This design comes from an exercise in tuning for small area on the open sky130 flow, not from production work. Only simulation tests tie the RTL to the original design; equivalence was not proved. The flow treats the clock pin as an ideal source. Dropping or thinning the clock tree relies on that and would not hold on a real chip. Power and IR drop assume default switching activity.

## GameManager
module GameManager(
    input clk_2,
    input botton_1,
    input botton_2,
    input botton_3,
    input botton_4,
    input botton_5,
    input botton_6,
    input botton_7,
    input botton_8,
    input dip1,
    input dip2,
    input dip3,
    input dip_rst,
    input dip_clk,
    output led_1,
    output led_2,
    output led_3,
    output led_4,
    output led_5,
    output led_6,
    output led_7,
    output led_8,
    output [7:0] SEG_COM,
    output [7:0] SEG_DATA
);
For scale: about 500 cells after synthesis, roughly 38 I/O pins, roughly 0.0050 sq mm of cells after synthesis.
Settings: LEC_CHECK=0, CAP_MARGIN=20, CORE_MARGIN=2, CORE_UTILIZATION=40, SLEW_MARGIN=20; clock period 10.0 ns.
standard.sh (not shown) runs the stock make flow with config.mk's settings and CLKGATE_MAP_FILE= SYNTH_SCRIPT=/design/flow/synth_recipe.tcl, a recipe that flattens the netlist after the stock synthesis.
==> flow/flow/run.sh <==
#!/bin/bash
# Own layout flow: the standard flow (standard.sh) with these changes:
#  * synthesis maps the logic with an area-oriented ABC script (flow/my_synth.tcl,
#    flow/abc_area.script) and leaves the adders to ABC too (no ORFS adder
#    mapping); everything else in synthesis is the standard flow's
#  * the port buffers are sky130_fd_sc_hd__buf_1 (every port still gets one)
#  * the clock tree is one level of buffers (4 x buf_12, one per equal-size
#    cluster of flip-flops) made by flow/my_cts.tcl in
#    place of ORFS's CTS step
# Each tool's full output goes to the ORFS logs (orfs/logs/...) and to the
# flow_*.log files in this folder.
set -euo pipefail
W=$(pwd)
export MY_ABC_SCRIPT="$W/flow/abc_area.script"
export BUFFER_PORTS_ARGS="-buffer_cell sky130_fd_sc_hd__buf_1"
# standard.sh with the synthesis script swapped for flow/my_synth.tcl, and
# without ORFS's adder mapping (ADDER_MAP_FILE empty), so that ABC maps the
# adders' logic with the rest
sed "s#SYNTH_SCRIPT=[^ ]*#SYNTH_SCRIPT=$W/flow/my_synth.tcl ADDER_MAP_FILE=#" standard.sh > my_standard.sh
grep -q "SYNTH_SCRIPT=$W/flow/my_synth.tcl ADDER_MAP_FILE=" my_standard.sh
bash my_standard.sh place > flow_make_place.log 2>&1 || { tail -50 flow_make_place.log; exit 1; }
RESULTS_DIR="$W/orfs/results/sky130hd/GameManager/base" PLATFORM_DIR="$FLOW_HOME/platforms/sky130hd" \
  MY_CTS_NBUF=4 MY_CTS_BUF=sky130_fd_sc_hd__buf_12 \
  openroad -no_init -exit "$W/flow/my_cts.tcl" > flow_cts.log 2>&1 || { tail -50 flow_cts.log; exit 1; }
bash my_standard.sh finish > flow_make_finish.log 2>&1 || { tail -50 flow_make_finish.log; exit 1; }
test -s out/final.def
Other scripts of this flow, unchanged in this note and not shown: flow/flow/abc_area.script, flow/flow/my_cts.tcl, flow/flow/my_synth.tcl
Edit:
==> flow/flow/run.sh (replaced) <==
#!/bin/bash
# Own layout flow: the standard flow (standard.sh) with these changes:
#  * synthesis maps the logic with an area-oriented ABC script (flow/my_synth.tcl,
#    flow/abc_area.script); everything else in synthesis is the standard flow's
#  * the port buffers are sky130_fd_sc_hd__buf_1 (every port still gets one)
#  * the clock tree is one level of buffers (4 x buf_12, one per equal-size
#    cluster of flip-flops) made by flow/my_cts.tcl in
#    place of ORFS's CTS step
# Each tool's full output goes to the ORFS logs (orfs/logs/...) and to the
# flow_*.log files in this folder.
set -euo pipefail
W=$(pwd)
export MY_ABC_SCRIPT="$W/flow/abc_area.script"
export BUFFER_PORTS_ARGS="-buffer_cell sky130_fd_sc_hd__buf_1"
# standard.sh with the synthesis script swapped for flow/my_synth.tcl
sed "s#SYNTH_SCRIPT=[^ ]*#SYNTH_SCRIPT=$W/flow/my_synth.tcl#" standard.sh > my_standard.sh
grep -q "SYNTH_SCRIPT=$W/flow/my_synth.tcl" my_standard.sh
bash my_standard.sh place > flow_make_place.log 2>&1 || { tail -50 flow_make_place.log; exit 1; }
RESULTS_DIR="$W/orfs/results/sky130hd/GameManager/base" PLATFORM_DIR="$FLOW_HOME/platforms/sky130hd" \
  MY_CTS_NBUF=4 MY_CTS_BUF=sky130_fd_sc_hd__buf_12 \
  openroad -no_init -exit "$W/flow/my_cts.tcl" > flow_cts.log 2>&1 || { tail -50 flow_cts.log; exit 1; }
bash my_standard.sh finish > flow_make_finish.log 2>&1 || { tail -50 flow_make_finish.log; exit 1; }
test -s out/final.def
The new run passed the timing, design-rule and antenna checks.
Power goes up slightly.
Sequential power barely changes.
Cell count climbs by a few percent.
Area after synthesis goes up by a few percent.
Routed wire length rises by a few percent.
In every run of this note, the design's own scripts or RTL, not TritonCTS, make the clock network.

---

Setup of the previous run:
The RTL this note starts from:
==> flow/design.v <==
module GameManager(
    input clk_2,
    input botton_1,
    input botton_2,
    input botton_3,
    input botton_4,
    input botton_5,
    input botton_6,
    input botton_7,
    input botton_8,
    input dip1,
    input dip2,
    input dip3,
    input dip_rst,
    input dip_clk,
    output led_1,
    output led_2,
    output led_3,
    output led_4,
    output led_5,
    output led_6,
    output led_7,
    output led_8,
    output [7:0] SEG_COM,
    output [7:0] SEG_DATA
);
    wire rs = dip_rst;
    wire en = ~dip_clk;
    wire [7:0] btn = {botton_8, botton_7, botton_6, botton_5,
                      botton_4, botton_3, botton_2, botton_1};
    reg [5:0] count2;
    reg clk10;
    always @(posedge clk_2) begin
        if (dip_clk | rs) begin
            count2 <= 6'd0;
            clk10 <= 1'b0;
        end else if (count2[5] & count2[4] & count2[0]) begin    
            count2 <= 6'd0;
            clk10 <= ~clk10;
        end else
            count2 <= count2 + 6'd1;
    end
    wire tick = clk10 & (count2 == 6'd0);
    reg [1:0] L;
    reg [2:0] k;
    reg grst, hold;
    wire dip_on = dip1 | dip2 | dip3;
    wire k_one = (k == 3'b001) | (k == 3'b010) | (k == 3'b100);
    always @(posedge clk_2) begin
        if (rs) begin
            grst <= 1'b0;
            hold <= 1'b1;
            L <= 2'd0;
            k <= 3'b000;
        end else if (en) begin
            if (dip_on)
                k <= k | {dip3, dip2, dip1};
            else if (hold) begin
                grst <= 1'b0;
                hold <= 1'b0;
            end else begin
                grst <= 1'b1;
                if (k_one & (L == 2'd0))
                    L <= {k[1] | k[2], k[0] | k[2]};
                k <= 3'b000;
            end
        end
    end
    wire [3:0] max = {L, 2'b11};
    reg [3:0] c;
    reg iend;
    wire lrst = (c != 4'd9);
    wire rr = grst & lrst;
    always @(posedge clk_2) begin
        if (rs)
            c <= 4'd4;
        else if (en) begin
            if (!grst)
                c <= 4'd4;
            else if (c == 4'd9)
                c <= 4'd0;
            else if (c < 4'd4)
                c <= c + 4'd1;
            else if (iend)
                c <= c + 4'd1;
        end
    end
    reg [3:0] rc;     
    reg [3:0] acd;    
    reg mm, cur;      
    wire win = ~mm & cur;
    wire game_end = rc[3] & rc[1];
    always @(posedge clk_2) begin
        if (rs) begin
            rc <= 4'd0;
            acd <= 4'd0;
        end else if (en & grst & iend & (c == 4'd8)) begin
            rc <= rc + 4'd1;
            acd <= acd + {3'd0, win};
        end
    end
    reg [19:0] count;
    always @(posedge clk_2) begin
        if (rs) count <= 20'd0;
        else count <= count + 20'b11001001101001001111;
    end
    wire lvs = dip_on | iend;
    reg inp_q;
    always @(posedge clk_2) begin
        if (rs) inp_q <= 1'b0;
        else inp_q <= lvs;
    end
    wire [15:0] P = count[15:0] ^ count[19:4];
    wire [17:0] rdn;
    assign rdn[0]  = P[0] ^ P[5];
    assign rdn[1]  = P[1] ^ P[6];
    assign rdn[2]  = P[2] ^ P[7];
    assign rdn[3]  = P[3] ^ P[8] ^ count[0];
    assign rdn[4]  = P[4] ^ P[9] ^ count[1];
    assign rdn[5]  = P[5] ^ P[10] ^ count[2];
    assign rdn[6]  = P[6] ^ P[11] ^ count[3];
    assign rdn[7]  = P[7] ^ P[12] ^ P[0];
    assign rdn[8]  = P[8] ^ P[13] ^ P[1];
    assign rdn[9]  = P[9] ^ P[14] ^ P[2];
    assign rdn[10] = P[10] ^ P[15] ^ P[3];
    assign rdn[11] = P[11] ^ P[4] ^ count[16];
    assign rdn[12] = P[12] ^ P[5] ^ count[17];
    assign rdn[13] = P[13] ^ P[6] ^ count[18];
    assign rdn[14] = P[14] ^ P[7] ^ count[19];
    assign rdn[15] = P[15] ^ P[8];
    assign rdn[16] = P[5] ^ count[0] ^ count[16];
    assign rdn[17] = P[6] ^ count[1] ^ count[17];
    reg [17:0] RD;
    always @(posedge clk_2) begin
        if (!rs & lvs & ~inp_q) RD <= rdn;
    end
    wire pen = (L != 2'd0) & (c != 4'd3);
    reg enq;
    reg [17:0] D;
    wire cap = pen & ~enq;
    always @(posedge clk_2) begin
        if (rs) enq <= 1'b0;
        else enq <= pen;
        if (!rs & rr & cap) D <= RD;
    end
    wire pge = enq & (c >= 4'd4) & (c <= 4'd8);
    wire ppen = pge & ~game_end;
    reg [4:0] T;
    always @(posedge clk_2) begin
        if (rs | ~ppen) T <= 5'd0;
        else if (tick) T <= T + 5'd1;
    end
    wire clkp = ppen & ((L == 2'd3) ? T[2] : (L == 2'd2) ? T[3] : (L == 2'd1) ? T[4] : 1'b0);
    reg clk_q;
    always @(posedge clk_2) begin
        if (rs) clk_q <= 1'b0;
        else clk_q <= clkp;
    end
    wire step = clkp & ~clk_q;
    reg [5:0] s;
    reg pend;
    wire s_last = (s == {1'b0, max, 1'b0});
    wire [2:0] w = D[s[4:1] +: 3];
    reg [7:0] b;
    reg [2:0] tmp;
    reg load;
    wire inp_bt = |btn;
    wire b_one = (b != 8'd0) & ((b & (b - 8'd1)) == 8'd0);
    wire verify = pend & b_one & ~iend;
    wire [2:0] benc = {b[4] | b[5] | b[6] | b[7], b[2] | b[3] | b[6] | b[7], b[1] | b[3] | b[5] | b[7]};
    wire match = (tmp == w);
    wire freeze = (c > 4'd5);
    always @(posedge clk_2) begin
        if (rs | ~rr) begin
            s <= 6'd59;
            pend <= 1'b0;
            b <= 8'd0;
            load <= 1'b0;
            iend <= 1'b0;
            mm <= 1'b0;
            cur <= 1'b1;
        end else begin
            if (step & ~pend) begin
                if (s_last) begin
                    pend <= 1'b1;
                    s <= 6'd62;
                end else
                    s <= s + 6'd1;
            end
            if (en) begin
                if (inp_bt)
                    b <= b | btn;
                else begin
                    b <= 8'd0;
                    if (verify) begin
                        tmp <= benc;
                        if (!s_last) begin
                            s <= s + 6'd2;
                            load <= 1'b1;
                            mm <= mm | ~(load ? match : cur);
                        end
                    end else
                        load <= 1'b0;
                    if (pend & s_last)
                        iend <= 1'b1;
                    if (load & ~freeze)
                        cur <= match;
                end
            end
        end
    end
    wire on = ~pend & ~s[5] & ~s[0];
    assign {led_8, led_7, led_6, led_5, led_4, led_3, led_2, led_1} = on ? (8'd1 << w) : 8'd0;
    reg [2:0] cnt;
    reg started;
    always @(posedge clk_2) begin
        if (rs) begin
            cnt <= 3'd0;
            started <= 1'b0;
        end else if (en) begin
            cnt <= cnt + 3'd1;
            started <= 1'b1;
        end
    end
    wire [3:0] v = acd;
    wire v1 = (v == 4'd1), v2 = (v == 4'd2), v4 = (v == 4'd4), v5 = (v == 4'd5);
    wire v6 = (v == 4'd6), v7 = (v == 4'd7), v3 = (v == 4'd3);
    wire v0 = (v == 4'd0) | (v == 4'd10), v8 = (v == 4'd8);
    wire [6:0] seg_t = {~(v1 | v4), ~(v5 | v6), ~v2, ~(v1 | v4 | v7),
                        v0 | v2 | v6 | v8, ~(v1 | v2 | v3), ~(v0 | v1 | v7)};
    wire hund = acd[3] & acd[1];
    wire [6:0] dig = (cnt == 3'd0) ? (hund ? 7'b0110000 : 7'b1111110) :
                     (cnt == 3'd1) ? seg_t :
                     (cnt == 3'd2) ? 7'b1111110 : 7'b0000000;
    assign SEG_COM = started ? ~(8'd1 << cnt) : 8'd0;
    assign SEG_DATA = started ? {dig, 1'b0} : 8'd0;
endmodule
clock: 10.0 ns
lec_check: 0
cap_margin: 20
core_margin: 2
core_utilization: 40
cts_buf_list: sky130_fd_sc_hd__clkbuf_4
slew_margin: 20
run.sh (not shown) runs the stock make flow with config.mk's settings and CLKGATE_MAP_FILE= SYNTH_SCRIPT=/design/flow/synth_recipe.tcl, a recipe that flattens the netlist after the stock synthesis.
Stock flow here: none of the scripts above is used.
Per the final summary, the previous run finished and its layout is clean on timing, DRC and antenna.
> inputs changed (the previous run -> the current run)
- CTS_BUF_LIST no longer set, was sky130_fd_sc_hd__clkbuf_4
==> flow/flow/run.sh (new file) <==
#!/bin/bash
# Own layout flow: the standard flow (standard.sh) with three changes:
#  * synthesis maps the logic with an area-oriented ABC script (flow/my_synth.tcl,
#    flow/abc_area.script); everything else in synthesis is the standard flow's
#  * the port buffers are sky130_fd_sc_hd__buf_1 (every port still gets one)
#  * clock tree synthesis uses clkbuf_4 buffers and inserts no dummy loads
# Each tool's full output goes to the ORFS logs (orfs/logs/...) and to
# flow_make.log / flow_def.log in this folder.
set -euo pipefail
W=$(pwd)
export MY_ABC_SCRIPT="$W/flow/abc_area.script"
export BUFFER_PORTS_ARGS="-buffer_cell sky130_fd_sc_hd__buf_1"
export CTS_ARGS="-sink_clustering_enable -repair_clock_nets -dont_use_dummy_load -buf_list sky130_fd_sc_hd__clkbuf_4"
# standard.sh with the synthesis script swapped for flow/my_synth.tcl
sed "s#SYNTH_SCRIPT=[^ ]*#SYNTH_SCRIPT=$W/flow/my_synth.tcl#" standard.sh > my_standard.sh
grep -q "SYNTH_SCRIPT=$W/flow/my_synth.tcl" my_standard.sh
bash my_standard.sh finish > flow_make.log 2>&1 || { tail -50 flow_make.log; exit 1; }
test -s out/final.def
==> flow/flow/abc_area.script (new file) <==
strash
&get -n
&fraig -x
&put
scorr
dc2
strash
&get -n
&dch -f
&nf
&put
==> flow/flow/my_synth.tcl (new file) <==
# The standard synthesis (synth_recipe.tcl), with one change: ABC maps the
# logic with flow/abc_area.script (an area-oriented script) in place of ORFS's
# abc_speed.script. Registers are mapped before ABC runs, so they are the
# standard synthesis's registers, with the same names and cells.
proc synth {args} { yosys synth -nofsm -noshare {*}$args }
proc abc {args} {
  set i [lsearch -exact $args -script]
  if {$i >= 0} { lset args [expr {$i + 1}] $::env(MY_ABC_SCRIPT) }
  yosys abc {*}$args
}
source $::env(SCRIPTS_DIR)/synth.tcl
# left out here: clear keep_hierarchy, flatten, clean up, hide names made inside functions, write 1_2_yosys.v
==> flow/standard.sh (new file) <==
#!/bin/bash
# synth_recipe.tcl (not shown) runs the flow's synth.tcl, then flattens the netlist and writes it again
# the make line also repeats each setting of config.mk as NAME=value (left out here)
make -C /OpenROAD-flow-scripts/flow DESIGN_CONFIG=/design/flow/config.mk WORK_HOME=/design/flow/orfs CLKGATE_MAP_FILE= SYNTH_SCRIPT=/design/flow/synth_recipe.tcl "${@:-finish}"
removed: flow/run.sh
Notes after the runs:
- | maximum VDD drop | the current run vs the previous run | worse |
- Capture point of the critical path: led_4 -> the previous run, led_1 -> the current run
- Changes observed in the current run relative to the previous run: share of total power in combinational logic decreased by 2.3 points relative to the old numbers; synthesized net count decreased 59; area growth from synthesis to layout went down.
- The previous run has a higher number of filler instances in the final layout than the current run.
- The previous run -> the current run: met2 routed wirelength decreased by a few percent
- Looking at synthesized area across the previous run and the current run, the one that comes out lower is the current run.
- In the flow results for the previous run and the current run, the hold slack is smaller on the current run.
- Comparing final setup slack of the worst path for the previous run and the current run, the smaller number came from the previous run.

-- re-timing with driven ports --
The results above use ideal ports. As a check the final layouts listed here were re-extracted and re-timed, cells and wires unchanged. Step 1, drivers: a clkbuf_16 drives clk_2 and a buf_2 each remaining input, both assumed. Step 2 times the ports against the registers' clock, not the clock port: input delays grow and output delays shrink by t, the midpoint of the rising clock arrivals with the driver on. Three values: no drivers, after step 1, after step 2; two values: the first two.
run | shift t [ns] | setup WS [ns] | hold slack, ns
the first run of note 1 | 0.229 | 5.735 / 5.805 / 5.576 | 0.455 / 0.455 / 0.455
the second run of note 1 | 0.231 | 5.680 / 5.750 / 5.519 | 0.452 / 0.452 / 0.452
the previous run | 0.544 | 4.459 / 4.427 / 4.971 | 0.427 / 0.427 / 0.427
the current run | 0.510 | 4.832 / 4.798 / 5.308 | 0.390 / 0.390 / 0.390
After both steps every run listed still meets setup and hold. For the second run of note 1, which loses most, drivers alone change the setup slack by +0.070 ns; drivers and shift together by -0.161 ns.
